Source: an optimization exercise on an open RTL-to-GDS flow (aim: small area, a short achievable clock period and few clock cycles). Production flows keep margins and buffers that such runs may drop. Only simulation tests tie the RTL to the original design; equivalence was not proved.

==> flow/design.v <==
`timescale 1ns / 1ps
module ln_add #(
    parameter W = 8
)(
    input  wire [W-1:0] a,
    input  wire [W-1:0] b,
    input  wire         ci,
    output wire [W-1:0] s,
    output wire         co
);
    localparam L = (W <= 2) ? 1 : (W <= 4) ? 2 : (W <= 8) ? 3 : (W <= 16) ? 4 : 5;
    wire [W-1:0] p0 = a ^ b;
    wire [W*(L+1)-1:0] G;
    wire [W*(L+1)-1:0] P;
    assign G[W-1:0] = (a & b) | {{(W-1){1'b0}}, p0[0] & ci};
    assign P[W-1:0] = p0;
    genvar k, i;
    generate
        for (k = 0; k < L; k = k + 1) begin : g_lv
            for (i = 0; i < W; i = i + 1) begin : g_bit
                if ((i >> k) % 2 == 1) begin : g_op
                    assign G[(k+1)*W + i] = G[k*W + i] | (P[k*W + i] & G[k*W + ((i >> k) << k) - 1]);
                    assign P[(k+1)*W + i] = P[k*W + i] & P[k*W + ((i >> k) << k) - 1];
                end else begin : g_pass
                    assign G[(k+1)*W + i] = G[k*W + i];
                    assign P[(k+1)*W + i] = P[k*W + i];
                end
            end
        end
    endgenerate
    wire [W-1:0] c = G[L*W +: W];    
    generate
        if (W == 1) begin : g_one
            assign s = p0 ^ ci;
        end else begin : g_many
            assign s = p0 ^ {c[W-2:0], ci};
        end
    endgenerate
    assign co = c[W-1];
endmodule
module ln_inc #(
    parameter W = 8
)(
    input  wire [W-1:0] a,
    input  wire         ci,
    output wire [W-1:0] s,
    output wire         co
);
    wire [W:0] c;
    assign c[0] = ci;
    genvar i;
    generate
        for (i = 1; i <= W; i = i + 1) begin : g_c
            assign c[i] = ci & (&a[i-1:0]);
        end
    endgenerate
    assign s  = a ^ c[W-1:0];
    assign co = c[W];
endmodule
`timescale 1ns / 1ps
module bf16_mul (
    input  wire [15:0] a,
    input  wire [15:0] b,
    output wire [15:0] y
);
    wire [28:0] q;
    bf16_mul_pre  u_pre  (.a(a), .b(b), .q(q));
    bf16_mul_post u_post (.q(q), .y(y));
endmodule
module bf16_mul_pre (
    input  wire [15:0] a,
    input  wire [15:0] b,
    output wire [28:0] q
);
    wire       sa = a[15], sb = b[15];
    wire [7:0] ea = a[14:7], eb = b[14:7];
    wire [6:0] ma = a[6:0],  mb = b[6:0];
    wire       sy = sa ^ sb;
    wire a_zero = (ea == 8'd0);
    wire b_zero = (eb == 8'd0);
    wire a_inf  = (ea == 8'hff) && (ma == 7'd0);
    wire b_inf  = (eb == 8'hff) && (mb == 7'd0);
    wire a_nan  = (ea == 8'hff) && (ma != 7'd0);
    wire b_nan  = (eb == 8'hff) && (mb != 7'd0);
    wire [15:0] p;
    ln_mul8 u_mul (.a({1'b1, ma}), .b({1'b1, mb}), .p(p));
    wire [9:0] ebm, e0;
    wire       c0, c1;
    ln_add #(.W(10)) u_ebm (.a({2'b00, eb}), .b(10'd897), .ci(1'b0), .s(ebm), .co(c0));
    ln_add #(.W(10)) u_e0  (.a({2'b00, ea}), .b(ebm), .ci(1'b0), .s(e0), .co(c1));
    wire [2:0] ovf, unf;
    assign ovf[0] = !e0[9] && (e0[8] || e0[7:0] == 8'hff);
    assign ovf[1] = !e0[9] && (e0[8] || e0[7:1] == 7'h7f);
    assign ovf[2] = !e0[9] && (e0[8] || e0[7:0] >= 8'hfd);
    assign unf[0] = e0[9] || (e0 == 10'd0);
    assign unf[1] = e0[9];
    assign unf[2] = e0[9] && (e0 != 10'h3ff);
    wire [1:0] spec = (a_nan || b_nan || (a_inf && b_zero) || (a_zero && b_inf)) ? 2'd1 :
                      (a_inf || b_inf) ? 2'd2 :
                      (a_zero || b_zero) ? 2'd3 : 2'd0;
    assign q = {spec, sy, e0[7:0], ovf, unf, p[15:6], |p[6:0], |p[5:0]};
endmodule
module bf16_mul_post (
    input  wire [28:0] q,
    output reg  [15:0] y
);
    wire [1:0] spec = q[28:27];
    wire       sy   = q[26];
    wire [7:0] e0   = q[25:18];
    wire [2:0] ovf  = q[17:15];
    wire [2:0] unf  = q[14:12];
    wire [15:6] p   = q[11:2];
    wire       st_h = q[1];
    wire       st_l = q[0];
    wire [7:0] e1, e2;
    wire       c2, c3;
    ln_inc #(.W(8)) u_e1 (.a(e0), .ci(1'b1), .s(e1), .co(c2));
    ln_add #(.W(8)) u_e2 (.a(e0), .b(8'd2), .ci(1'b0), .s(e2), .co(c3));
    wire       rh = p[7] & (st_h | p[8]);
    wire       rl = p[6] & (st_l | p[7]);
    wire [6:0] mh, ml;
    wire       oh, ol;
    ln_inc #(.W(7)) u_ih (.a(p[14:8]), .ci(rh), .s(mh), .co(oh));
    ln_inc #(.W(7)) u_il (.a(p[13:7]), .ci(rl), .s(ml), .co(ol));
    wire [6:0] m_fin = p[15] ? mh : ml;
    wire [1:0] k = p[15] ? (oh ? 2'd2 : 2'd1) : (ol ? 2'd1 : 2'd0);
    wire [7:0] e_fin = (k == 2'd0) ? e0 : (k == 2'd1) ? e1 : e2;
    wire       e_ovf = ovf[k];
    wire       e_unf = unf[k];
    always @(*) begin
        if (spec == 2'd1)
            y = 16'h7fc0;
        else if (spec == 2'd2)
            y = {sy, 8'hff, 7'd0};
        else if (spec == 2'd3)
            y = {sy, 15'd0};
        else if (e_ovf)
            y = {sy, 8'hff, 7'd0};
        else if (e_unf)
            y = {sy, 15'd0};
        else
            y = {sy, e_fin, m_fin};
    end
endmodule
module ln_mul8 (
    input  wire [7:0]  a,
    input  wire [7:0]  b,
    output wire [15:0] p
);
    wire t1 = (a[0] & b[6]) ^ (a[1] & b[5]);
    wire t2 = (a[0] & b[6]) & (a[1] & b[5]);
    wire t3 = (a[0] & b[7]) ^ (a[1] & b[6]) ^ (a[2] & b[5]);
    wire t4 = ((a[0] & b[7]) & (a[1] & b[6])) | ((a[0] & b[7]) & (a[2] & b[5])) | ((a[1] & b[6]) & (a[2] & b[5]));
    wire t5 = (a[3] & b[4]) ^ (a[4] & b[3]);
    wire t6 = (a[3] & b[4]) & (a[4] & b[3]);
    wire t7 = (a[1] & b[7]) ^ (a[2] & b[6]) ^ (a[3] & b[5]);
    wire t8 = ((a[1] & b[7]) & (a[2] & b[6])) | ((a[1] & b[7]) & (a[3] & b[5])) | ((a[2] & b[6]) & (a[3] & b[5]));
    wire t9 = (a[4] & b[4]) ^ (a[5] & b[3]);
    wire t10 = (a[4] & b[4]) & (a[5] & b[3]);
    wire t11 = (a[2] & b[7]) ^ (a[3] & b[6]) ^ (a[4] & b[5]);
    wire t12 = ((a[2] & b[7]) & (a[3] & b[6])) | ((a[2] & b[7]) & (a[4] & b[5])) | ((a[3] & b[6]) & (a[4] & b[5]));
    wire t13 = (a[0] & b[4]) ^ (a[1] & b[3]);
    wire t14 = (a[0] & b[4]) & (a[1] & b[3]);
    wire t15 = (a[0] & b[5]) ^ (a[1] & b[4]) ^ (a[2] & b[3]);
    wire t16 = ((a[0] & b[5]) & (a[1] & b[4])) | ((a[0] & b[5]) & (a[2] & b[3])) | ((a[1] & b[4]) & (a[2] & b[3]));
    wire t17 = (a[3] & b[2]) ^ (a[4] & b[1]);
    wire t18 = (a[3] & b[2]) & (a[4] & b[1]);
    wire t19 = (a[2] & b[4]) ^ (a[3] & b[3]) ^ (a[4] & b[2]);
    wire t20 = ((a[2] & b[4]) & (a[3] & b[3])) | ((a[2] & b[4]) & (a[4] & b[2])) | ((a[3] & b[3]) & (a[4] & b[2]));
    wire t21 = (a[5] & b[1]) ^ (a[6] & b[0]) ^ t1;
    wire t22 = ((a[5] & b[1]) & (a[6] & b[0])) | ((a[5] & b[1]) & t1) | ((a[6] & b[0]) & t1);
    wire t23 = (a[5] & b[2]) ^ (a[6] & b[1]) ^ (a[7] & b[0]);
    wire t24 = ((a[5] & b[2]) & (a[6] & b[1])) | ((a[5] & b[2]) & (a[7] & b[0])) | ((a[6] & b[1]) & (a[7] & b[0]));
    wire t25 = t2 ^ t3 ^ t5;
    wire t26 = (t2 & t3) | (t2 & t5) | (t3 & t5);
    wire t27 = (a[6] & b[2]) ^ (a[7] & b[1]) ^ t4;
    wire t28 = ((a[6] & b[2]) & (a[7] & b[1])) | ((a[6] & b[2]) & t4) | ((a[7] & b[1]) & t4);
    wire t29 = t6 ^ t7 ^ t9;
    wire t30 = (t6 & t7) | (t6 & t9) | (t7 & t9);
    wire t31 = (a[5] & b[4]) ^ (a[6] & b[3]) ^ (a[7] & b[2]);
    wire t32 = ((a[5] & b[4]) & (a[6] & b[3])) | ((a[5] & b[4]) & (a[7] & b[2])) | ((a[6] & b[3]) & (a[7] & b[2]));
    wire t33 = t8 ^ t10 ^ t11;
    wire t34 = (t8 & t10) | (t8 & t11) | (t10 & t11);
    wire t35 = (a[3] & b[7]) ^ (a[4] & b[6]) ^ (a[5] & b[5]);
    wire t36 = ((a[3] & b[7]) & (a[4] & b[6])) | ((a[3] & b[7]) & (a[5] & b[5])) | ((a[4] & b[6]) & (a[5] & b[5]));
    wire t37 = (a[6] & b[4]) ^ (a[7] & b[3]) ^ t12;
    wire t38 = ((a[6] & b[4]) & (a[7] & b[3])) | ((a[6] & b[4]) & t12) | ((a[7] & b[3]) & t12);
    wire t39 = (a[4] & b[7]) ^ (a[5] & b[6]) ^ (a[6] & b[5]);
    wire t40 = ((a[4] & b[7]) & (a[5] & b[6])) | ((a[4] & b[7]) & (a[6] & b[5])) | ((a[5] & b[6]) & (a[6] & b[5]));
    wire t41 = (a[0] & b[3]) ^ (a[1] & b[2]);
    wire t42 = (a[0] & b[3]) & (a[1] & b[2]);
    wire t43 = (a[2] & b[2]) ^ (a[3] & b[1]) ^ (a[4] & b[0]);
    wire t44 = ((a[2] & b[2]) & (a[3] & b[1])) | ((a[2] & b[2]) & (a[4] & b[0])) | ((a[3] & b[1]) & (a[4] & b[0]));
    wire t45 = (a[5] & b[0]) ^ t14 ^ t15;
    wire t46 = ((a[5] & b[0]) & t14) | ((a[5] & b[0]) & t15) | (t14 & t15);
    wire t47 = t16 ^ t18 ^ t19;
    wire t48 = (t16 & t18) | (t16 & t19) | (t18 & t19);
    wire t49 = t20 ^ t22 ^ t23;
    wire t50 = (t20 & t22) | (t20 & t23) | (t22 & t23);
    wire t51 = t24 ^ t26 ^ t27;
    wire t52 = (t24 & t26) | (t24 & t27) | (t26 & t27);
    wire t53 = t28 ^ t30 ^ t31;
    wire t54 = (t28 & t30) | (t28 & t31) | (t30 & t31);
    wire t55 = t32 ^ t34 ^ t35;
    wire t56 = (t32 & t34) | (t32 & t35) | (t34 & t35);
    wire t57 = (a[7] & b[4]) ^ t36 ^ t38;
    wire t58 = ((a[7] & b[4]) & t36) | ((a[7] & b[4]) & t38) | (t36 & t38);
    wire t59 = (a[5] & b[7]) ^ (a[6] & b[6]) ^ (a[7] & b[5]);
    wire t60 = ((a[5] & b[7]) & (a[6] & b[6])) | ((a[5] & b[7]) & (a[7] & b[5])) | ((a[6] & b[6]) & (a[7] & b[5]));
    wire t61 = (a[0] & b[2]) ^ (a[1] & b[1]);
    wire t62 = (a[0] & b[2]) & (a[1] & b[1]);
    wire t63 = (a[2] & b[1]) ^ (a[3] & b[0]) ^ t41;
    wire t64 = ((a[2] & b[1]) & (a[3] & b[0])) | ((a[2] & b[1]) & t41) | ((a[3] & b[0]) & t41);
    wire t65 = t13 ^ t42 ^ t43;
    wire t66 = (t13 & t42) | (t13 & t43) | (t42 & t43);
    wire t67 = t17 ^ t44 ^ t45;
    wire t68 = (t17 & t44) | (t17 & t45) | (t44 & t45);
    wire t69 = t21 ^ t46 ^ t47;
    wire t70 = (t21 & t46) | (t21 & t47) | (t46 & t47);
    wire t71 = t25 ^ t48 ^ t49;
    wire t72 = (t25 & t48) | (t25 & t49) | (t48 & t49);
    wire t73 = t29 ^ t50 ^ t51;
    wire t74 = (t29 & t50) | (t29 & t51) | (t50 & t51);
    wire t75 = t33 ^ t52 ^ t53;
    wire t76 = (t33 & t52) | (t33 & t53) | (t52 & t53);
    wire t77 = t37 ^ t54 ^ t55;
    wire t78 = (t37 & t54) | (t37 & t55) | (t54 & t55);
    wire t79 = t39 ^ t56 ^ t57;
    wire t80 = (t39 & t56) | (t39 & t57) | (t56 & t57);
    wire t81 = t40 ^ t58 ^ t59;
    wire t82 = (t40 & t58) | (t40 & t59) | (t58 & t59);
    wire t83 = (a[6] & b[7]) ^ (a[7] & b[6]) ^ t60;
    wire t84 = ((a[6] & b[7]) & (a[7] & b[6])) | ((a[6] & b[7]) & t60) | ((a[7] & b[6]) & t60);
    wire [15:0] ra = {1'b0, (a[7] & b[7]), t82, t80, t78, t76, t74, t72, t70, t68, t66, t64, t62, (a[2] & b[0]), (a[0] & b[1]), (a[0] & b[0])};
    wire [15:0] rb = {1'b0, t84, t83, t81, t79, t77, t75, t73, t71, t69, t67, t65, t63, t61, (a[1] & b[0]), 1'b0};
    wire co;
    ln_add #(.W(16)) u_add (.a(ra), .b(rb), .ci(1'b0), .s(p), .co(co));
endmodule
module ln_front (
    input  wire [15:0] sum,
    output reg  [15:0] mean,
    output reg  [15:0] msq
);
    wire       s = sum[15];
    wire [7:0] e = sum[14:7];
    wire [6:0] m = sum[6:0];
    wire [15:0] t;
    ln_mean_tab u_tab (.a(m), .y(t));
    wire [9:0] me0, me1, qk0, qk1, qk2, qk3;
    wire       o0, o1, o2, o3, o4, o5;
    ln_add #(.W(10)) u_me0 (.a({2'b00, e}), .b(10'h3f6), .ci(1'b0), .s(me0), .co(o0));
    ln_add #(.W(10)) u_me1 (.a({2'b00, e}), .b(10'h3f6), .ci(1'b1), .s(me1), .co(o1));
    ln_add #(.W(10)) u_qk0 (.a({1'b0, e, 1'b0}), .b(10'h36d), .ci(1'b0), .s(qk0), .co(o2));
    ln_add #(.W(10)) u_qk1 (.a({1'b0, e, 1'b0}), .b(10'h36d), .ci(1'b1), .s(qk1), .co(o3));
    ln_add #(.W(10)) u_qk2 (.a({1'b0, e, 1'b0}), .b(10'h36f), .ci(1'b0), .s(qk2), .co(o4));
    ln_add #(.W(10)) u_qk3 (.a({1'b0, e, 1'b0}), .b(10'h36f), .ci(1'b1), .s(qk3), .co(o5));
    wire mz0 = me0[9] || (me0 == 10'd0);
    wire mz1 = me1[9] || (me1 == 10'd0);
    wire [3:0] qinf, qzer;
    assign qinf[0] = !qk0[9] && (qk0[8] || qk0[7:0] == 8'hff);
    assign qinf[1] = !qk1[9] && (qk1[8] || qk1[7:0] == 8'hff);
    assign qinf[2] = !qk2[9] && (qk2[8] || qk2[7:0] == 8'hff);
    assign qinf[3] = !qk3[9] && (qk3[8] || qk3[7:0] == 8'hff);
    assign qzer[0] = qk0[9] || (qk0 == 10'd0);
    assign qzer[1] = qk1[9] || (qk1 == 10'd0);
    assign qzer[2] = qk2[9] || (qk2 == 10'd0);
    assign qzer[3] = qk3[9] || (qk3 == 10'd0);
    wire        c1 = t[15], c2 = t[7];
    wire [1:0]  qs = {c1, c2};
    wire [7:0]  me = c1 ? me1[7:0] : me0[7:0];
    wire        mzero = c1 ? mz1 : mz0;
    wire [7:0]  qe = (qs == 2'd0) ? qk0[7:0] : (qs == 2'd1) ? qk1[7:0] : (qs == 2'd2) ? qk2[7:0] : qk3[7:0];
    wire        q_inf = qinf[qs];
    wire        q_zer = qzer[qs];
    always @(*) begin
        if (e == 8'hff) begin
            mean = (m != 7'd0) ? 16'h7fc0 : {s, 8'hff, 7'd0};
            msq  = (m != 7'd0) ? 16'h7fc0 : 16'h7f80;
        end else if (e == 8'd0 || mzero) begin
            mean = {s, 15'd0};
            msq  = 16'h0000;
        end else begin
            mean = {s, me, t[14:8]};
            if (q_inf)
                msq = 16'h7f80;
            else if (q_zer)
                msq = 16'h0000;
            else
                msq = {1'b0, qe, t[6:0]};
        end
    end
endmodule
module ln_mean_tab (
    input  wire [6:0] a,
    output reg  [15:0] y
);
    always @(*) begin
        case (a)
            7'h0: y = 16'h2b64;
            7'h1: y = 16'h2c67;
            7'h2: y = 16'h2e6d;
            7'h3: y = 16'h2f6f;
            7'h4: y = 16'h3072;
            7'h5: y = 16'h3278;
            7'h6: y = 16'h337a;
            7'h7: y = 16'h347d;
            7'h8: y = 16'h3681;
            7'h9: y = 16'h3783;
            7'ha: y = 16'h3884;
            7'hb: y = 16'h3a87;
            7'hc: y = 16'h3b89;
            7'hd: y = 16'h3c8a;
            7'he: y = 16'h3e8d;
            7'hf: y = 16'h3f8f;
            7'h10: y = 16'h4090;
            7'h11: y = 16'h4293;
            7'h12: y = 16'h4395;
            7'h13: y = 16'h4496;
            7'h14: y = 16'h4699;
            7'h15: y = 16'h479b;
            7'h16: y = 16'h489c;
            7'h17: y = 16'h4a9f;
            7'h18: y = 16'h4ba1;
            7'h19: y = 16'h4ca3;
            7'h1a: y = 16'h4ea6;
            7'h1b: y = 16'h4fa7;
            7'h1c: y = 16'h50a9;
            7'h1d: y = 16'h52ac;
            7'h1e: y = 16'h53ae;
            7'h1f: y = 16'h54b0;
            7'h20: y = 16'h56b3;
            7'h21: y = 16'h57b5;
            7'h22: y = 16'h58b6;
            7'h23: y = 16'h5aba;
            7'h24: y = 16'h5bbb;
            7'h25: y = 16'h5cbd;
            7'h26: y = 16'h5ec1;
            7'h27: y = 16'h5fc2;
            7'h28: y = 16'h60c4;
            7'h29: y = 16'h62c8;
            7'h2a: y = 16'h63c9;
            7'h2b: y = 16'h64cb;
            7'h2c: y = 16'h66cf;
            7'h2d: y = 16'h67d0;
            7'h2e: y = 16'h68d2;
            7'h2f: y = 16'h6ad6;
            7'h30: y = 16'h6bd8;
            7'h31: y = 16'h6cda;
            7'h32: y = 16'h6edd;
            7'h33: y = 16'h6fdf;
            7'h34: y = 16'h70e1;
            7'h35: y = 16'h72e5;
            7'h36: y = 16'h73e7;
            7'h37: y = 16'h74e9;
            7'h38: y = 16'h76ec;
            7'h39: y = 16'h77ee;
            7'h3a: y = 16'h78f0;
            7'h3b: y = 16'h7af4;
            7'h3c: y = 16'h7bf6;
            7'h3d: y = 16'h7cf8;
            7'h3e: y = 16'h7efc;
            7'h3f: y = 16'h7ffe;
            7'h40: y = 16'h8000;
            7'h41: y = 16'h8102;
            7'h42: y = 16'h8204;
            7'h43: y = 16'h8204;
            7'h44: y = 16'h8306;
            7'h45: y = 16'h8408;
            7'h46: y = 16'h8408;
            7'h47: y = 16'h850a;
            7'h48: y = 16'h860c;
            7'h49: y = 16'h860c;
            7'h4a: y = 16'h870e;
            7'h4b: y = 16'h8810;
            7'h4c: y = 16'h8810;
            7'h4d: y = 16'h8913;
            7'h4e: y = 16'h8a15;
            7'h4f: y = 16'h8a15;
            7'h50: y = 16'h8b17;
            7'h51: y = 16'h8c19;
            7'h52: y = 16'h8c19;
            7'h53: y = 16'h8d1b;
            7'h54: y = 16'h8e1e;
            7'h55: y = 16'h8e1e;
            7'h56: y = 16'h8f20;
            7'h57: y = 16'h9022;
            7'h58: y = 16'h9022;
            7'h59: y = 16'h9124;
            7'h5a: y = 16'h9227;
            7'h5b: y = 16'h9227;
            7'h5c: y = 16'h9329;
            7'h5d: y = 16'h942b;
            7'h5e: y = 16'h942b;
            7'h5f: y = 16'h952d;
            7'h60: y = 16'h9630;
            7'h61: y = 16'h9630;
            7'h62: y = 16'h9732;
            7'h63: y = 16'h9834;
            7'h64: y = 16'h9834;
            7'h65: y = 16'h9937;
            7'h66: y = 16'h9a39;
            7'h67: y = 16'h9a39;
            7'h68: y = 16'h9b3c;
            7'h69: y = 16'h9c3e;
            7'h6a: y = 16'h9c3e;
            7'h6b: y = 16'h9d41;
            7'h6c: y = 16'h9e43;
            7'h6d: y = 16'h9e43;
            7'h6e: y = 16'h9f46;
            7'h6f: y = 16'ha048;
            7'h70: y = 16'ha048;
            7'h71: y = 16'ha14b;
            7'h72: y = 16'ha24d;
            7'h73: y = 16'ha24d;
            7'h74: y = 16'ha350;
            7'h75: y = 16'ha452;
            7'h76: y = 16'ha452;
            7'h77: y = 16'ha555;
            7'h78: y = 16'ha657;
            7'h79: y = 16'ha657;
            7'h7a: y = 16'ha75a;
            7'h7b: y = 16'ha85c;
            7'h7c: y = 16'ha85c;
            7'h7d: y = 16'ha95f;
            7'h7e: y = 16'haa62;
            7'h7f: y = 16'haa62;
            default: y = 16'h0;
        endcase
    end
endmodule
`timescale 1ns / 1ps
module bf16_addsub #(
    parameter SUB = 0
)(
    input  wire [15:0] a,
    input  wire [15:0] b,
    output reg  [15:0] y
);
    wire       sa = a[15];
    wire       sb = b[15] ^ (SUB != 0);
    wire [7:0] ea = a[14:7], eb = b[14:7];
    wire [6:0] ma = a[6:0],  mb = b[6:0];
    wire a_zero = (ea == 8'd0);
    wire b_zero = (eb == 8'd0);
    wire a_max  = (ea == 8'hff);
    wire b_max  = (eb == 8'hff);
    wire a_inf  = a_max && (ma == 7'd0);
    wire b_inf  = b_max && (mb == 7'd0);
    wire a_nan  = a_max && (ma != 7'd0);
    wire b_nan  = b_max && (mb != 7'd0);
    wire       eff_sub = sa ^ sb;
    wire [7:0] dab, dba;
    wire       cab, cba, cm;
    wire [6:0] dm;
    ln_add #(.W(8)) u_dab (.a(ea), .b(~eb), .ci(1'b1), .s(dab), .co(cab));    
    ln_add #(.W(8)) u_dba (.a(eb), .b(~ea), .ci(1'b1), .s(dba), .co(cba));
    ln_add #(.W(7)) u_dm  (.a(ma), .b(~mb), .ci(1'b1), .s(dm),  .co(cm));     
    wire       e_lt = !cab;
    wire       e_eq = (ea == eb);
    wire       m_lt = !cm;
    wire       swap = e_lt || (e_eq && m_lt);
    wire       sx   = swap ? sb : sa;
    wire [7:0] ex   = e_lt ? eb : ea;
    wire [7:0] d    = e_lt ? dba : dab;
    wire [7:0] fa   = {1'b1, ma};
    wire [7:0] fb   = {1'b1, mb};
    wire       d1   = (d == 8'd1);
    wire [7:0] fxs  = swap ? fb : fa;                
    wire [7:0] fns  = swap ? fa : fb;
    wire [8:0] c_0, c_1;
    wire       k0, k1;
    ln_add #(.W(8)) u_c0 (.a(fxs), .b(~fns), .ci(1'b1), .s(c_0[7:0]), .co(k0));           
    ln_add #(.W(9)) u_c1 (.a({fxs, 1'b0}), .b(~{1'b0, fns}), .ci(1'b1), .s(c_1), .co(k1));  
    assign c_0[8] = 1'b0;
    wire [8:0] cv   = d1 ? c_1 : {c_0[7:0], 1'b0};
    wire        cz8 = (cv[8:1] == 8'd0);
    wire [8:0]  cn8 = cz8 ? {cv[0], 8'd0} : cv;
    wire        cz4 = (cn8[8:5] == 4'd0);
    wire [8:0]  cn4 = cz4 ? {cn8[4:0], 4'd0} : cn8;
    wire        cz2 = (cn4[8:7] == 2'd0);
    wire [8:0]  cn2 = cz2 ? {cn4[6:0], 2'd0} : cn4;
    wire        cz1 = !cn2[8];
    wire [8:0]  cn1 = cz1 ? {cn2[7:0], 1'b0} : cn2;
    wire [3:0]  clz = {cz8, cz4, cz2, cz1};
    wire        crnd = (clz == 4'd0) && cn1[0] && cn1[1];
    wire [6:0]  cmr;
    wire        cco;
    ln_inc #(.W(7)) u_cinc (.a(cn1[7:1]), .ci(crnd), .s(cmr), .co(cco));
    wire [9:0]  ex_m_clz, ex_p1, ex_m1;
    wire        q0, q1, q2;
    ln_add #(.W(10)) u_ce  (.a({2'b00, ex}), .b(~{6'd0, clz}), .ci(1'b1), .s(ex_m_clz), .co(q0));
    ln_inc #(.W(10)) u_ep1 (.a({2'b00, ex}), .ci(1'b1), .s(ex_p1), .co(q1));
    wire [9:0]  ex_m1_n;
    ln_inc #(.W(10)) u_em1 (.a(~{2'b00, ex}), .ci(1'b1), .s(ex_m1_n), .co(q2));    
    assign ex_m1 = ~ex_m1_n;
    wire [9:0]  ce   = cco ? ex_p1 : ex_m_clz;
    wire [6:0]  cm_  = cmr;
    wire        c_zero = (cv == 9'd0);
    wire [6:0]  mx   = swap ? mb : ma;
    wire [6:0]  mn   = swap ? ma : mb;
    wire [18:0] w    = {1'b1, mn, 11'd0} >> d[3:0];
    wire        big  = (d > 8'd10);
    wire [10:0] fn_sh = big ? 11'd1 : {w[18:9], w[8] | (|w[7:0])};
    wire [10:0] fx   = {1'b1, mx, 3'b000};
    wire [11:0] s;
    wire        sco;
    ln_add #(.W(12)) u_s (.a({1'b0, fx}), .b({1'b0, fn_sh} ^ {12{eff_sub}}), .ci(eff_sub), .s(s), .co(sco));
    wire [10:0] nrm  = s[11] ? {s[11:2], s[1] | s[0]} : (s[10] ? s[10:0] : {s[9:0], 1'b0});
    wire [6:0]  mant = nrm[9:3];
    wire        g    = nrm[2];
    wire        st   = nrm[1] | nrm[0];
    wire        rnd  = g & (st | mant[0]);
    wire [6:0]  fm;
    wire        fco;
    ln_inc #(.W(7)) u_finc (.a(mant), .ci(rnd), .s(fm), .co(fco));
    wire [9:0]  ex_p2;
    wire        q3;
    ln_inc #(.W(10)) u_ep2 (.a(ex_p1), .ci(1'b1), .s(ex_p2), .co(q3));
    wire [9:0]  fe   = s[11] ? (fco ? ex_p2 : ex_p1)
                     : s[10] ? (fco ? ex_p1 : {2'b00, ex})
                     :         (fco ? {2'b00, ex} : ex_m1);
    wire        close = eff_sub && (d[7:1] == 7'd0);
    wire [9:0]  e_fin = close ? ce : fe;
    wire [6:0]  m_fin = close ? cm_ : fm;
    always @(*) begin
        if (a_nan || b_nan || (a_inf && b_inf && (sa != sb)))
            y = 16'h7fc0;
        else if (a_inf)
            y = {sa, 8'hff, 7'd0};
        else if (b_inf)
            y = {sb, 8'hff, 7'd0};
        else if (a_zero && b_zero)
            y = {sa & sb, 15'd0};
        else if (b_zero)
            y = {sa, ea, ma};
        else if (a_zero)
            y = {sb, eb, mb};
        else if (close && c_zero)
            y = 16'h0000;
        else if (!e_fin[9] && (e_fin[8] || e_fin[7:0] == 8'hff))
            y = {sx, 8'hff, 7'd0};
        else if (e_fin[9] || e_fin == 10'd0)
            y = {sx, 15'd0};
        else
            y = {sx, e_fin[7:0], m_fin};
    end
endmodule
module bf16_as_pre #(
    parameter SUB = 0
)(
    input  wire [15:0] a,
    input  wire [15:0] b,
    output wire [23:0] q
);
    wire       sa = a[15];
    wire       sb = b[15] ^ (SUB != 0);
    wire [7:0] ea = a[14:7], eb = b[14:7];
    wire [6:0] ma = a[6:0],  mb = b[6:0];
    wire a_zero = (ea == 8'd0);
    wire b_zero = (eb == 8'd0);
    wire a_max  = (ea == 8'hff);
    wire b_max  = (eb == 8'hff);
    wire a_inf  = a_max && (ma == 7'd0);
    wire b_inf  = b_max && (mb == 7'd0);
    wire a_nan  = a_max && (ma != 7'd0);
    wire b_nan  = b_max && (mb != 7'd0);
    wire       eff_sub = sa ^ sb;
    wire [7:0] dab, dba;
    wire       cab, cba, cm;
    wire [6:0] dm;
    ln_add #(.W(8)) u_dab (.a(ea), .b(~eb), .ci(1'b1), .s(dab), .co(cab));
    ln_add #(.W(8)) u_dba (.a(eb), .b(~ea), .ci(1'b1), .s(dba), .co(cba));
    ln_add #(.W(7)) u_dm  (.a(ma), .b(~mb), .ci(1'b1), .s(dm),  .co(cm));
    wire       e_lt = !cab;
    wire       e_eq = (ea == eb);
    wire       m_lt = !cm;
    wire       swap = e_lt || (e_eq && m_lt);
    wire       sx   = swap ? sb : sa;
    wire [7:0] ex   = e_lt ? eb : ea;
    wire [7:0] d    = e_lt ? dba : dab;
    wire [6:0] mx   = swap ? mb : ma;
    wire [6:0] mn   = swap ? ma : mb;
    wire [18:0] w    = {1'b1, mn, 11'd0} >> d[3:0];
    wire        big  = (d > 8'd10);
    wire [10:0] fn_sh = (a_zero || b_zero) ? 11'd0 : (big ? 11'd1 : {w[18:9], w[8] | (|w[7:0])});
    wire [10:0] fx   = {1'b1, mx, 3'b000};
    wire [11:0] s;
    wire        sco;
    ln_add #(.W(12)) u_s (.a({1'b0, fx}), .b({1'b0, fn_sh} ^ {12{eff_sub}}), .ci(eff_sub), .s(s), .co(sco));
    reg  [1:0] spec;
    reg        spec_s;
    always @(*) begin
        spec_s = 1'b0;
        if (a_nan || b_nan || (a_inf && b_inf && (sa != sb))) begin
            spec = 2'd1;
        end else if (a_inf) begin
            spec = 2'd2; spec_s = sa;
        end else if (b_inf) begin
            spec = 2'd2; spec_s = sb;
        end else if (a_zero && b_zero) begin
            spec = 2'd3; spec_s = sa & sb;
        end else begin
            spec = 2'd0;
        end
    end
    assign q = {spec, spec_s, sx, ex, s};
endmodule
module bf16_as_post (
    input  wire [23:0] q,
    output reg  [15:0] y
);
    wire [1:0]  spec    = q[23:22];
    wire        spec_s  = q[21];
    wire        sx      = q[20];
    wire [7:0]  ex      = q[19:12];
    wire [11:0] s       = q[11:0];
    wire        z8 = (s[10:3] == 8'd0);
    wire [10:0] n8 = z8 ? {s[2:0], 8'd0} : s[10:0];
    wire        z4 = (n8[10:7] == 4'd0);
    wire [10:0] n4 = z4 ? {n8[6:0], 4'd0} : n8;
    wire        z2 = (n4[10:9] == 2'd0);
    wire [10:0] n2 = z2 ? {n4[8:0], 2'd0} : n4;
    wire        z1 = !n2[10];
    wire [10:0] n1 = z1 ? {n2[9:0], 1'b0} : n2;
    wire [3:0]  lz = {z8, z4, z2, z1};
    wire [10:0] nrm  = s[11] ? {s[11:2], s[1] | s[0]} : n1;
    wire [6:0]  mant = nrm[9:3];
    wire        g    = nrm[2];
    wire        st   = nrm[1] | nrm[0];
    wire        rnd  = g & (st | mant[0]);
    wire [6:0]  m_fin;
    wire        mco;
    ln_inc #(.W(7)) u_inc (.a(mant), .ci(rnd), .s(m_fin), .co(mco));
    wire [9:0]  ex_p1, ex_p2, ex_m_lz;
    wire        q0, q1, q2;
    ln_inc #(.W(10)) u_ep1 (.a({2'b00, ex}), .ci(1'b1), .s(ex_p1), .co(q0));
    ln_add #(.W(10)) u_ep2 (.a({2'b00, ex}), .b(10'd2), .ci(1'b0), .s(ex_p2), .co(q1));
    ln_add #(.W(10)) u_eml (.a({2'b00, ex}), .b(~{6'd0, lz}), .ci(1'b1), .s(ex_m_lz), .co(q2));
    wire [9:0]  ex_m_lz_p1;
    wire        q4;
    ln_inc #(.W(10)) u_emp (.a(ex_m_lz), .ci(1'b1), .s(ex_m_lz_p1), .co(q4));
    wire [9:0]  e_fin = s[11] ? (mco ? ex_p2 : ex_p1) : (mco ? ex_m_lz_p1 : ex_m_lz);
    always @(*) begin
        if (spec == 2'd1)
            y = 16'h7fc0;
        else if (spec == 2'd2)
            y = {spec_s, 8'hff, 7'd0};
        else if (spec == 2'd3)
            y = {spec_s, 15'd0};
        else if (s == 12'd0)
            y = 16'h0000;
        else if (!e_fin[9] && (e_fin[8] || e_fin[7:0] == 8'hff))
            y = {sx, 8'hff, 7'd0};
        else if (e_fin[9] || e_fin == 10'd0)
            y = {sx, 15'd0};
        else
            y = {sx, e_fin[7:0], m_fin};
    end
endmodule
`timescale 1ns / 1ps
module inv_sqrt (
    input  wire [15:0] x,
    output reg  [15:0] y
);
    wire       s = x[15];
    wire [7:0] e = x[14:7];
    wire [6:0] m = x[6:0];
    wire [7:0] t;
    ln_rsqrt_tab u_tab (.a({e[0], m}), .y(t));
    wire [7:0] re;                                    
    wire       re_co;
    ln_add #(.W(8)) u_re (.a(8'd190), .b(~{1'b0, e[7:1]}), .ci(t[7]), .s(re), .co(re_co));
    wire [15:0] seed;                                 
    wire        seed_co;
    ln_add #(.W(16)) u_seed (.a(16'h5f37), .b(~{1'b0, x[15:1]}), .ci(1'b1), .s(seed), .co(seed_co));
    wire [7:0]  se = seed[14:7];
    wire [7:0]  u;
    ln_m15_tab u_m15 (.a(seed[6:0]), .y(u));
    wire [8:0]  ae;
    ln_inc #(.W(8)) u_ae (.a(se), .ci(u[7]), .s(ae[7:0]), .co(ae[8]));
    reg  [15:0] alt;
    always @(*) begin
        if (se == 8'hff)
            alt = (seed[6:0] != 7'd0) ? 16'h7fc0 : {seed[15], 8'hff, 7'd0};
        else if (se == 8'd0)
            alt = {seed[15], 15'd0};
        else if (ae[8] || ae[7:0] == 8'hff)
            alt = {seed[15], 8'hff, 7'd0};
        else
            alt = {seed[15], ae[7:0], u[6:0]};
    end
    wire regular = !s && ((e >= 8'd2 && e <= 8'd251) || (e == 8'd252 && m < 7'd112));
    always @(*) begin
        if (regular)
            y = {1'b0, re, t[6:0]};
        else if (e == 8'hff)
            y = (s && m == 7'd0) ? 16'hff80 : 16'h7fc0;
        else if (s && e[7])
            y = 16'hff80;
        else
            y = alt;
    end
endmodule
module ln_rsqrt_tab (
    input  wire [7:0] a,
    output reg  [7:0] y
);
    always @(*) begin
        case (a)
            8'h0: y = 8'hb5;
            8'h1: y = 8'hb4;
            8'h2: y = 8'hb4;
            8'h3: y = 8'hb3;
            8'h4: y = 8'hb2;
            8'h5: y = 8'hb1;
            8'h6: y = 8'hb1;
            8'h7: y = 8'hb0;
            8'h8: y = 8'hb0;
            8'h9: y = 8'haf;
            8'ha: y = 8'hae;
            8'hb: y = 8'had;
            8'hc: y = 8'had;
            8'hd: y = 8'hac;
            8'he: y = 8'hac;
            8'hf: y = 8'hab;
            8'h10: y = 8'hab;
            8'h11: y = 8'haa;
            8'h12: y = 8'ha9;
            8'h13: y = 8'ha9;
            8'h14: y = 8'ha8;
            8'h15: y = 8'ha8;
            8'h16: y = 8'ha7;
            8'h17: y = 8'ha7;
            8'h18: y = 8'ha6;
            8'h19: y = 8'ha6;
            8'h1a: y = 8'ha5;
            8'h1b: y = 8'ha4;
            8'h1c: y = 8'ha4;
            8'h1d: y = 8'ha3;
            8'h1e: y = 8'ha3;
            8'h1f: y = 8'ha2;
            8'h20: y = 8'ha2;
            8'h21: y = 8'ha1;
            8'h22: y = 8'ha1;
            8'h23: y = 8'ha0;
            8'h24: y = 8'ha0;
            8'h25: y = 8'h9f;
            8'h26: y = 8'h9f;
            8'h27: y = 8'h9e;
            8'h28: y = 8'h9e;
            8'h29: y = 8'h9d;
            8'h2a: y = 8'h9d;
            8'h2b: y = 8'h9c;
            8'h2c: y = 8'h9c;
            8'h2d: y = 8'h9b;
            8'h2e: y = 8'h9b;
            8'h2f: y = 8'h9a;
            8'h30: y = 8'h9a;
            8'h31: y = 8'h99;
            8'h32: y = 8'h99;
            8'h33: y = 8'h99;
            8'h34: y = 8'h98;
            8'h35: y = 8'h98;
            8'h36: y = 8'h98;
            8'h37: y = 8'h97;
            8'h38: y = 8'h97;
            8'h39: y = 8'h96;
            8'h3a: y = 8'h96;
            8'h3b: y = 8'h96;
            8'h3c: y = 8'h95;
            8'h3d: y = 8'h95;
            8'h3e: y = 8'h94;
            8'h3f: y = 8'h94;
            8'h40: y = 8'h93;
            8'h41: y = 8'h93;
            8'h42: y = 8'h93;
            8'h43: y = 8'h92;
            8'h44: y = 8'h93;
            8'h45: y = 8'h92;
            8'h46: y = 8'h92;
            8'h47: y = 8'h91;
            8'h48: y = 8'h91;
            8'h49: y = 8'h90;
            8'h4a: y = 8'h90;
            8'h4b: y = 8'h90;
            8'h4c: y = 8'h8f;
            8'h4d: y = 8'h8f;
            8'h4e: y = 8'h8f;
            8'h4f: y = 8'h8e;
            8'h50: y = 8'h8e;
            8'h51: y = 8'h8d;
            8'h52: y = 8'h8d;
            8'h53: y = 8'h8d;
            8'h54: y = 8'h8d;
            8'h55: y = 8'h8c;
            8'h56: y = 8'h8c;
            8'h57: y = 8'h8c;
            8'h58: y = 8'h8b;
            8'h59: y = 8'h8b;
            8'h5a: y = 8'h8a;
            8'h5b: y = 8'h8a;
            8'h5c: y = 8'h8a;
            8'h5d: y = 8'h89;
            8'h5e: y = 8'h8a;
            8'h5f: y = 8'h89;
            8'h60: y = 8'h89;
            8'h61: y = 8'h89;
            8'h62: y = 8'h88;
            8'h63: y = 8'h88;
            8'h64: y = 8'h87;
            8'h65: y = 8'h87;
            8'h66: y = 8'h87;
            8'h67: y = 8'h87;
            8'h68: y = 8'h86;
            8'h69: y = 8'h86;
            8'h6a: y = 8'h86;
            8'h6b: y = 8'h86;
            8'h6c: y = 8'h85;
            8'h6d: y = 8'h85;
            8'h6e: y = 8'h84;
            8'h6f: y = 8'h84;
            8'h70: y = 8'h83;
            8'h71: y = 8'h83;
            8'h72: y = 8'h83;
            8'h73: y = 8'h83;
            8'h74: y = 8'h82;
            8'h75: y = 8'h82;
            8'h76: y = 8'h82;
            8'h77: y = 8'h82;
            8'h78: y = 8'h81;
            8'h79: y = 8'h81;
            8'h7a: y = 8'h81;
            8'h7b: y = 8'h81;
            8'h7c: y = 8'h80;
            8'h7d: y = 8'h80;
            8'h7e: y = 8'h80;
            8'h7f: y = 8'h80;
            8'h80: y = 8'h7f;
            8'h81: y = 8'h7f;
            8'h82: y = 8'h7e;
            8'h83: y = 8'h7e;
            8'h84: y = 8'h7d;
            8'h85: y = 8'h7b;
            8'h86: y = 8'h7a;
            8'h87: y = 8'h78;
            8'h88: y = 8'h79;
            8'h89: y = 8'h77;
            8'h8a: y = 8'h76;
            8'h8b: y = 8'h76;
            8'h8c: y = 8'h75;
            8'h8d: y = 8'h75;
            8'h8e: y = 8'h74;
            8'h8f: y = 8'h72;
            8'h90: y = 8'h71;
            8'h91: y = 8'h71;
            8'h92: y = 8'h70;
            8'h93: y = 8'h6e;
            8'h94: y = 8'h6f;
            8'h95: y = 8'h6d;
            8'h96: y = 8'h6c;
            8'h97: y = 8'h6b;
            8'h98: y = 8'h6b;
            8'h99: y = 8'h6a;
            8'h9a: y = 8'h69;
            8'h9b: y = 8'h68;
            8'h9c: y = 8'h68;
            8'h9d: y = 8'h67;
            8'h9e: y = 8'h66;
            8'h9f: y = 8'h66;
            8'ha0: y = 8'h65;
            8'ha1: y = 8'h64;
            8'ha2: y = 8'h63;
            8'ha3: y = 8'h62;
            8'ha4: y = 8'h62;
            8'ha5: y = 8'h61;
            8'ha6: y = 8'h60;
            8'ha7: y = 8'h60;
            8'ha8: y = 8'h5f;
            8'ha9: y = 8'h5f;
            8'haa: y = 8'h5e;
            8'hab: y = 8'h5d;
            8'hac: y = 8'h5d;
            8'had: y = 8'h5c;
            8'hae: y = 8'h5c;
            8'haf: y = 8'h5b;
            8'hb0: y = 8'h5b;
            8'hb1: y = 8'h5a;
            8'hb2: y = 8'h59;
            8'hb3: y = 8'h58;
            8'hb4: y = 8'h58;
            8'hb5: y = 8'h57;
            8'hb6: y = 8'h57;
            8'hb7: y = 8'h56;
            8'hb8: y = 8'h56;
            8'hb9: y = 8'h55;
            8'hba: y = 8'h54;
            8'hbb: y = 8'h53;
            8'hbc: y = 8'h53;
            8'hbd: y = 8'h52;
            8'hbe: y = 8'h52;
            8'hbf: y = 8'h51;
            8'hc0: y = 8'h50;
            8'hc1: y = 8'h50;
            8'hc2: y = 8'h4f;
            8'hc3: y = 8'h4f;
            8'hc4: y = 8'h4e;
            8'hc5: y = 8'h4e;
            8'hc6: y = 8'h4d;
            8'hc7: y = 8'h4d;
            8'hc8: y = 8'h4c;
            8'hc9: y = 8'h4c;
            8'hca: y = 8'h4b;
            8'hcb: y = 8'h4b;
            8'hcc: y = 8'h4a;
            8'hcd: y = 8'h4a;
            8'hce: y = 8'h4a;
            8'hcf: y = 8'h49;
            8'hd0: y = 8'h49;
            8'hd1: y = 8'h49;
            8'hd2: y = 8'h48;
            8'hd3: y = 8'h47;
            8'hd4: y = 8'h47;
            8'hd5: y = 8'h47;
            8'hd6: y = 8'h46;
            8'hd7: y = 8'h45;
            8'hd8: y = 8'h45;
            8'hd9: y = 8'h45;
            8'hda: y = 8'h44;
            8'hdb: y = 8'h44;
            8'hdc: y = 8'h43;
            8'hdd: y = 8'h43;
            8'hde: y = 8'h43;
            8'hdf: y = 8'h42;
            8'he0: y = 8'h41;
            8'he1: y = 8'h41;
            8'he2: y = 8'h41;
            8'he3: y = 8'h40;
            8'he4: y = 8'h40;
            8'he5: y = 8'h3f;
            8'he6: y = 8'h3f;
            8'he7: y = 8'h3f;
            8'he8: y = 8'h3e;
            8'he9: y = 8'h3d;
            8'hea: y = 8'h3d;
            8'heb: y = 8'h3d;
            8'hec: y = 8'h3c;
            8'hed: y = 8'h3c;
            8'hee: y = 8'h3c;
            8'hef: y = 8'h3c;
            8'hf0: y = 8'h3b;
            8'hf1: y = 8'h3a;
            8'hf2: y = 8'h3a;
            8'hf3: y = 8'h3a;
            8'hf4: y = 8'h39;
            8'hf5: y = 8'h39;
            8'hf6: y = 8'h38;
            8'hf7: y = 8'h38;
            8'hf8: y = 8'h37;
            8'hf9: y = 8'h37;
            8'hfa: y = 8'h37;
            8'hfb: y = 8'h37;
            8'hfc: y = 8'h36;
            8'hfd: y = 8'h36;
            8'hfe: y = 8'h36;
            8'hff: y = 8'h36;
            default: y = 8'h0;
        endcase
    end
endmodule
module ln_m15_tab (
    input  wire [6:0] a,
    output reg  [7:0] y
);
    always @(*) begin
        case (a)
            7'h0: y = 8'h40;
            7'h1: y = 8'h42;
            7'h2: y = 8'h43;
            7'h3: y = 8'h44;
            7'h4: y = 8'h46;
            7'h5: y = 8'h48;
            7'h6: y = 8'h49;
            7'h7: y = 8'h4a;
            7'h8: y = 8'h4c;
            7'h9: y = 8'h4e;
            7'ha: y = 8'h4f;
            7'hb: y = 8'h50;
            7'hc: y = 8'h52;
            7'hd: y = 8'h54;
            7'he: y = 8'h55;
            7'hf: y = 8'h56;
            7'h10: y = 8'h58;
            7'h11: y = 8'h5a;
            7'h12: y = 8'h5b;
            7'h13: y = 8'h5c;
            7'h14: y = 8'h5e;
            7'h15: y = 8'h60;
            7'h16: y = 8'h61;
            7'h17: y = 8'h62;
            7'h18: y = 8'h64;
            7'h19: y = 8'h66;
            7'h1a: y = 8'h67;
            7'h1b: y = 8'h68;
            7'h1c: y = 8'h6a;
            7'h1d: y = 8'h6c;
            7'h1e: y = 8'h6d;
            7'h1f: y = 8'h6e;
            7'h20: y = 8'h70;
            7'h21: y = 8'h72;
            7'h22: y = 8'h73;
            7'h23: y = 8'h74;
            7'h24: y = 8'h76;
            7'h25: y = 8'h78;
            7'h26: y = 8'h79;
            7'h27: y = 8'h7a;
            7'h28: y = 8'h7c;
            7'h29: y = 8'h7e;
            7'h2a: y = 8'h7f;
            7'h2b: y = 8'h80;
            7'h2c: y = 8'h81;
            7'h2d: y = 8'h82;
            7'h2e: y = 8'h82;
            7'h2f: y = 8'h83;
            7'h30: y = 8'h84;
            7'h31: y = 8'h85;
            7'h32: y = 8'h86;
            7'h33: y = 8'h86;
            7'h34: y = 8'h87;
            7'h35: y = 8'h88;
            7'h36: y = 8'h88;
            7'h37: y = 8'h89;
            7'h38: y = 8'h8a;
            7'h39: y = 8'h8b;
            7'h3a: y = 8'h8c;
            7'h3b: y = 8'h8c;
            7'h3c: y = 8'h8d;
            7'h3d: y = 8'h8e;
            7'h3e: y = 8'h8e;
            7'h3f: y = 8'h8f;
            7'h40: y = 8'h90;
            7'h41: y = 8'h91;
            7'h42: y = 8'h92;
            7'h43: y = 8'h92;
            7'h44: y = 8'h93;
            7'h45: y = 8'h94;
            7'h46: y = 8'h94;
            7'h47: y = 8'h95;
            7'h48: y = 8'h96;
            7'h49: y = 8'h97;
            7'h4a: y = 8'h98;
            7'h4b: y = 8'h98;
            7'h4c: y = 8'h99;
            7'h4d: y = 8'h9a;
            7'h4e: y = 8'h9a;
            7'h4f: y = 8'h9b;
            7'h50: y = 8'h9c;
            7'h51: y = 8'h9d;
            7'h52: y = 8'h9e;
            7'h53: y = 8'h9e;
            7'h54: y = 8'h9f;
            7'h55: y = 8'ha0;
            7'h56: y = 8'ha0;
            7'h57: y = 8'ha1;
            7'h58: y = 8'ha2;
            7'h59: y = 8'ha3;
            7'h5a: y = 8'ha4;
            7'h5b: y = 8'ha4;
            7'h5c: y = 8'ha5;
            7'h5d: y = 8'ha6;
            7'h5e: y = 8'ha6;
            7'h5f: y = 8'ha7;
            7'h60: y = 8'ha8;
            7'h61: y = 8'ha9;
            7'h62: y = 8'haa;
            7'h63: y = 8'haa;
            7'h64: y = 8'hab;
            7'h65: y = 8'hac;
            7'h66: y = 8'hac;
            7'h67: y = 8'had;
            7'h68: y = 8'hae;
            7'h69: y = 8'haf;
            7'h6a: y = 8'hb0;
            7'h6b: y = 8'hb0;
            7'h6c: y = 8'hb1;
            7'h6d: y = 8'hb2;
            7'h6e: y = 8'hb2;
            7'h6f: y = 8'hb3;
            7'h70: y = 8'hb4;
            7'h71: y = 8'hb5;
            7'h72: y = 8'hb6;
            7'h73: y = 8'hb6;
            7'h74: y = 8'hb7;
            7'h75: y = 8'hb8;
            7'h76: y = 8'hb8;
            7'h77: y = 8'hb9;
            7'h78: y = 8'hba;
            7'h79: y = 8'hbb;
            7'h7a: y = 8'hbc;
            7'h7b: y = 8'hbc;
            7'h7c: y = 8'hbd;
            7'h7d: y = 8'hbe;
            7'h7e: y = 8'hbe;
            7'h7f: y = 8'hbf;
            default: y = 8'h0;
        endcase
    end
endmodule
`timescale 1ns / 1ps
module layernorm_norm (
    input  wire         aclk,
    input  wire         arstn,
    input  wire [159:0] S_AXIS_TDATA,
    input  wire         S_AXIS_TVALID,
    output wire         S_AXIS_TREADY,
    output wire [127:0] M_AXIS_TDATA,
    output wire         M_AXIS_TVALID,
    input  wire         M_AXIS_TREADY
);
    localparam DEPTH = 7;
    wire en = S_AXIS_TREADY;
    reg [DEPTH-1:0] vld;
    always @(posedge aclk or negedge arstn) begin
        if (!arstn)
            vld <= {DEPTH{1'b0}};
        else if (en)
            vld <= {vld[DEPTH-2:0], S_AXIS_TVALID};
    end
    assign M_AXIS_TVALID = vld[DEPTH-1];
    assign S_AXIS_TREADY = !vld[DEPTH-1] || M_AXIS_TREADY;
    wire [15:0] mean0, msq0;
    ln_front u_front (.sum(S_AXIS_TDATA[31:16]), .mean(mean0), .msq(msq0));
    reg [127:0] x1;
    reg [15:0]  ex2_1, mean1, msq1;
    always @(posedge aclk) if (en) begin
        x1    <= S_AXIS_TDATA[159:32];
        ex2_1 <= S_AXIS_TDATA[15:0];
        mean1 <= mean0;
        msq1  <= msq0;
    end
    wire [191:0] zq_c;
    wire [23:0]  vq_c;
    genvar i;
    generate
        for (i = 0; i < 8; i = i + 1) begin : g_sub
            bf16_as_pre #(.SUB(1)) u_pre (.a(x1[16*i +: 16]), .b(mean1), .q(zq_c[24*i +: 24]));
        end
    endgenerate
    bf16_as_pre #(.SUB(1)) u_var_pre (.a(ex2_1), .b(msq1), .q(vq_c));
    reg [191:0] zq2;
    reg [23:0]  vq2;
    always @(posedge aclk) if (en) begin
        zq2 <= zq_c;
        vq2 <= vq_c;
    end
    wire [127:0] zm_c;
    wire [15:0]  var_c;
    generate
        for (i = 0; i < 8; i = i + 1) begin : g_sub2
            bf16_as_post u_post (.q(zq2[24*i +: 24]), .y(zm_c[16*i +: 16]));
        end
    endgenerate
    bf16_as_post u_var_post (.q(vq2), .y(var_c));
    reg [127:0] zm3;
    reg [15:0]  var3;
    always @(posedge aclk) if (en) begin
        zm3  <= zm_c;
        var3 <= var_c;
    end
    wire [23:0] eq_c;
    bf16_as_pre #(.SUB(0)) u_eps_pre (.a(var3), .b(16'h3728), .q(eq_c));
    reg [127:0] zm4;
    reg [23:0]  eq4;
    always @(posedge aclk) if (en) begin
        zm4 <= zm3;
        eq4 <= eq_c;
    end
    wire [15:0] ve_c;
    bf16_as_post u_eps_post (.q(eq4), .y(ve_c));
    reg [127:0] zm5;
    reg [15:0]  ve5;
    always @(posedge aclk) if (en) begin
        zm5 <= zm4;
        ve5 <= ve_c;
    end
    wire [15:0] r_c;
    inv_sqrt u_rsqrt (.x(ve5), .y(r_c));
    reg [127:0] zm6;
    reg [15:0]  r6;
    always @(posedge aclk) if (en) begin
        zm6 <= zm5;
        r6  <= r_c;
    end
    wire [231:0] yq_c;
    generate
        for (i = 0; i < 8; i = i + 1) begin : g_mul
            bf16_mul_pre u_mul_pre (.a(zm6[16*i +: 16]), .b(r6), .q(yq_c[29*i +: 29]));
        end
    endgenerate
    reg [231:0] yq7;
    always @(posedge aclk) if (en) yq7 <= yq_c;
    generate
        for (i = 0; i < 8; i = i + 1) begin : g_mul2
            bf16_mul_post u_mul_post (.q(yq7[29*i +: 29]), .y(M_AXIS_TDATA[16*i +: 16]));
        end
    endgenerate
endmodule
==> flow/run.sh <==
#!/bin/bash
# synth_recipe.tcl (not shown) runs the flow's synth.tcl, then flattens the netlist and writes it again
# the make line also repeats each setting of config.mk as NAME=value (left out here)
make -C /OpenROAD-flow-scripts/flow DESIGN_CONFIG=/design/flow/config.mk WORK_HOME=/design/flow/orfs CLKGATE_MAP_FILE= SYNTH_SCRIPT=/design/flow/synth_recipe.tcl finish
==> flow/config.mk <==
export PLATFORM = sky130hd
export DESIGN_NAME = layernorm_norm
export DESIGN_NICKNAME = layernorm_norm
export VERILOG_FILES = /design/flow/design.v
export SDC_FILE = /design/flow/constraint.sdc
export NUM_CORES = 4
export LEC_CHECK = 0
export CAP_MARGIN = 20
export CORE_MARGIN = 2
export CORE_UTILIZATION = 40
export SETUP_SLACK_MARGIN = 5
export SLEW_MARGIN = 20
==> flow/constraint.sdc <==
create_clock -name core_clock -period 11.0 [get_ports {aclk}]
set_input_delay 2.2000 -clock core_clock [delete_from_list [all_inputs] [get_ports {aclk}]]
set_output_delay 2.2000 -clock core_clock [all_outputs]
set_load 0.01 [all_outputs]
==> run summary <==
-- critical path, delay by kind of cell (launching register included) --
| kind | cells | cell delay (ns) |
|---|---|---|
| AND/OR/NAND/NOR | 7 | 0.94 |
| buffers and inverters | 5 | 0.63 |
| multiplexers | 1 | 0.29 |
| AO/OA/AOI/OAI | 9 | 1.89 |
| adder cells (fa/ha/maj) | 4 | 1.21 |
| XOR/XNOR | 2 | 0.33 |
| flip-flops | 1 | 0.47 |
-- repair_timing --
action / CTS / global route
gates cloned: 6 / 5
pin swaps: 45 / 117
setup buffers: 132 / 171
setup endpoints to repair: 235 / 220
gates resized for setup: 293 / 351
-- per-stage QoR --
stage | std cells | setup WS [ns]
finish | 14300 | 4.95
global route | 14300 | 4.75
CTS | 14100 | 4.84
detailed placement | 13700 | 3.31
global placement | 13700 | 3.41
floorplan | 10500 | 3.58
-- layer usage --
layer / share of wire, % / global-route usage [%]
met1: 48 / 33.5
met2: 43 / 32.9
met3: 7.0 / 3.84
met4: 2.3 / 5.49
met5: 0.0061 / 0
-- how the worst max path moves through the flow --
stage | slack (ns) | startpoint | to
after floorplan | 3.58 | M_AXIS_TREADY | S_AXIS_TREADY
after global placement | 3.41 | mean1[9]$_SDFFCE_PP1P_ | zq2[81]$_DFFE_PP_
after detailed placement | 3.31 | mean1[9]$_SDFFCE_PP1P_ | zq2[81]$_DFFE_PP_
after CTS | 4.84 | mean1[7]$_SDFFCE_PP1P_ | zq2[81]$_DFFE_PP_
after global routing | 4.75 | mean1[7]$_SDFFCE_PP1P_ | zq2[129]$_DFFE_PP_
final | 4.95 | mean1[7]$_SDFFCE_PP1P_ | zq2[129]$_DFFE_PP_
-- flip-flops by register name (all words and copies together) (netlist names), 128 cells and up --
signal	cells
yq7	232
zq2	192
x1	128
zm3	128
zm4	128
zm5	128
zm6	128
-- synthesized netlist by cell type, types with 79 or more instances --
| cell | number |
|---|---|
| ha_1 | 790 |
| xor2_1 | 227 |
| o21ai_0 | 535 |
| inv_1 | 823 |
| a31oi_1 | 99 |
| clkbuf_1 | 393 |
| nand2b_1 | 101 |
| edfxtp_1 | 1207 |
| and2_1 | 345 |
| nand3_1 | 255 |
| xnor2_1 | 280 |
| o211ai_1 | 79 |
| nor3_1 | 227 |
| nor4_1 | 95 |
| and3_1 | 132 |
| fa_1 | 422 |
| mux2i_1 | 221 |
| mux2_2 | 90 |
| nor2_1 | 714 |
| a21oi_1 | 656 |
| a211oi_1 | 121 |
| nand2_1 | 983 |
| a21o_1 | 198 |
| nand4_1 | 125 |
-- area by class of cell --
cell class / instances / share of cell area [%]
Clock buffer: 162 / 3.04
Timing Repair Buffer: 700 / 5.51
Antenna cell: 5 / 0.0106
Multi-Input combinational cell: 7935 / 53.3
Inverter: 841 / 2.71
Clock inverter: 95 / 0.995
Sequential cell: 1214 / 30.8
Tap cell: 3366 / 3.57
-- cell families after synthesis --
| family | count (synthesis) | share of synthesized area (%) |
|---|---|---|
| simple gates | 3405 | 16.7 |
| compound gates | 2425 | 15.5 |
| buf+inv | 1319 | 4.93 |
| flops | 1214 | 35.7 |
| fa+ha+maj | 1213 | 18.0 |
| xor+xnor | 507 | 4.36 |
| mux | 380 | 4.70 |
==> impl_table.tex <==
\begin{tabular}{lr}
\hline
Metric & Value \\
\hline
\multicolumn{2}{l}{\textbf{Run status}} \\
\quad Status & finished clean \\
\multicolumn{2}{l}{\textbf{Critical path}} \\
\quad Startpoint of the worst-slack reg-to-reg timing path & mean1[7]\$\_SDFFCE\_PP1P\_ \\
\quad Type of destination of the critical path & register \\
\quad Endpoint of the worst register-to-register path & zq2[129]\$\_DFFE\_PP\_ \\
\quad Critical Path Slowest Stage Cell & edfxtp\_1 \\
\quad Critical Path RT & about 12 ns \\
\quad Cell count of the worst reg-to-reg path & 28 \\
\quad Category of the worst setup path launch point & register \\
\quad Critical path data arrival time & 6.58 ns \\
\quad Crit path max fanout & 8 \\
\quad Kind of critical path & register to register \\
\quad Dominant cell type by count on the critical path & fa\_2 \\
\quad Worst reg2reg setup slack & slightly below 5 ns \\
\quad Critical Path Max Stage Delay & 0.47 ns \\
\multicolumn{2}{l}{\textbf{STA}} \\
\quad Sum of negative setup slack & 0 ns \\
\quad Period Utilization, post-route & between 50\% and 60\% \\
\quad RSZ-0062 raised after global routing & true \\
\quad Final min period & between 6 and 7 ns \\
\quad Count of endpoints failing setup in the final report & 0 \\
\quad Worst Skew & 0.0424 ns \\
\quad Slew at the pin with the worst max-slew slack & about 1.2 ns \\
\quad Hold Vio Cnt, Final & 0 \\
\quad Worst-case hold slack & around 0.40 ns \\
\quad Final number of max-transition violations & 0 \\
\quad Headroom to the max-slew limit & about 16\% \\
\quad Maximum frequency from static timing analysis & 165 MHz \\
\multicolumn{2}{l}{\textbf{Cells and area}} \\
\quad Cell area after layout & between 0.1 and 0.15 mm2 \\
\quad Area of combinational cells with multiple inputs & about 0.063 mm2 \\
\quad Fraction of the core area covered by cells at the end of the flow & 46.6\% \\
\quad Fraction of layout instances using a drive strength above 1 & a little under an eighth \\
\quad Most frequent cells in the layout & edfxtp\_1 (1207), nand2\_1 (967), inv\_1 (808) \\
\quad Area added between synthesis and finish & 15.9\% \\
\quad Commonest non-fill, non-tap cell in the layout & edfxtp\_1 \\
\quad Layout filler cell count & 23700 \\
\quad Net count reported at finish & between 10000 and 15000 \\
\quad Register area & 0.0364 mm2 \\
\multicolumn{2}{l}{\textbf{Route}} \\
\quad Detail Route Antenna Nets & 0 \\
\quad Post-detailed-route wirelength per cell & around 21 um \\
\quad Number of remaining DRC errors & 0 \\
\quad Via/cell ratio & approximately 5.7 \\
\quad DR iter-0 viols & slightly above 7000 \\
\quad Number of vias in the routed layout & between 80000 and 90000 \\
\quad Number of iterations in the first detailed-routing pass & 6 \\
\quad Post-Route WL & 297000 um \\
\multicolumn{2}{l}{\textbf{Clock network}} \\
\quad CTS Hold Buffers Added & 0 \\
\quad Clock-pin slew reported for the worst setup and hold paths after clock tree synthesis & about 0.060 ns \\
\quad Clock latency on the worst-skew pair & approximately 0.83 ns \\
\quad Clock buffer depth & 3 \\
\quad Number of CTS-inserted buffers & 140 \\
\quad CTS tree & built \\
\quad H-tree depth & 4 \\
\quad Number of clock sinks seen by CTS & approximately 1200 \\
\quad Clock root buffer & clkbuf\_16 \\
\multicolumn{2}{l}{\textbf{Floorplan}} \\
\quad Floorplan die width & between 500 and 600 um \\
\quad Effective utilization at floorplan & about two fifths \\
\quad FP Rows & 185 \\
\quad CORE AREA & about 0.25 mm2 \\
\quad Die Height & $\sim$510 um \\
\quad Top Ports & a little under 300 \\
\quad Floorplan die area & 0.259 mm2 \\
\multicolumn{2}{l}{\textbf{Placed design}} \\
\quad Count of buffers from port buffering & just under 300 \\
\quad HPWL after detailed placement & about 220000 um \\
\quad Placed Instance Area & 0.108 mm2 \\
\quad Final estimated routing congestion in global placement & just over 0.9 \\
\multicolumn{2}{l}{\textbf{Yosys}} \\
\quad Main synth FF type & edfxtp\_1 \\
\quad Most area-consuming cells after synthesis & edfxtp\_1 (36\%), ha\_1 (9.7\%), fa\_1 (8.3\%) \\
\quad Post-synthesis instance area & between 0.1 and 0.15 mm2 \\
\quad Sequential fraction of the synthesis area & a little over a third \\
\quad Number of synthesized flops with an enable pin & roughly 1200 \\
\quad Number of nets produced by synthesis & 11800 \\
\quad Number of synthesized register bits & $\sim$1200 \\
\quad Area share of the largest cell type after synthesis & 35.6\% \\
\quad Netlist cell types & around 120 \\
\quad Post-synth top area cell & edfxtp\_1 \\
\quad Number of warnings reported in the yosys synthesis log & 10 \\
\quad Count of mapped cells out of synthesis & 10500 \\
\quad Average cell area after synthesis & roughly 9.7 um2 \\
\quad Post-synth ARST share & less than 1\% \\
\multicolumn{2}{l}{\textbf{Global route}} \\
\quad Overall fraction of global-route tracks in use & between 20\% and 30\% \\
\quad Global route overflow & 0 \\
\quad Maximum number of pins on one net before global-route repair & 182 \\
\quad First-pass GRT wire length & approximately 460000 um \\
\quad Number of global-route vias before repair & 78200 \\
\quad Initial antenna violation count & 15 \\
\multicolumn{2}{l}{\textbf{Job}} \\
\quad Max-cap check violation count & 0 \\
\multicolumn{2}{l}{\textbf{Min path}} \\
\quad Hold wc startpoint & zm5[109]\$\_DFFE\_PP\_ \\
\quad Number of stages on the worst hold path & 0 \\
\quad Worst hold path class & register to register \\
\quad Endpoint, Worst Hold & zm6[109]\$\_DFFE\_PP\_ \\
\hline
\end{tabular}
Testbench counts, summed over its fixed seeds: cycles 4,152.

port drivers added, routing unchanged:
No port has a modelled driver above. Below, the same layout with a new extraction and two added sets of constraints. Step 1: set_driving_cell puts a clkbuf_16 on aclk and a buf_2 on each other input, an assumption about the parent block. Step 2 also shifts input and output timing later by t, the mid clock arrival at the registers, as if the neighbouring blocks saw the same clock. a / b / c = ideal ports / drivers / drivers and shift; a / b = the first two.
t, ns: 0.911
slack for setup (ns): 4.952 / 4.952 / 4.737
worst setup path after step 2: input to register
After both steps setup and hold are still met in this run. The setup slack of this run moves by 0.000 ns with the drivers and by -0.215 ns with both steps.
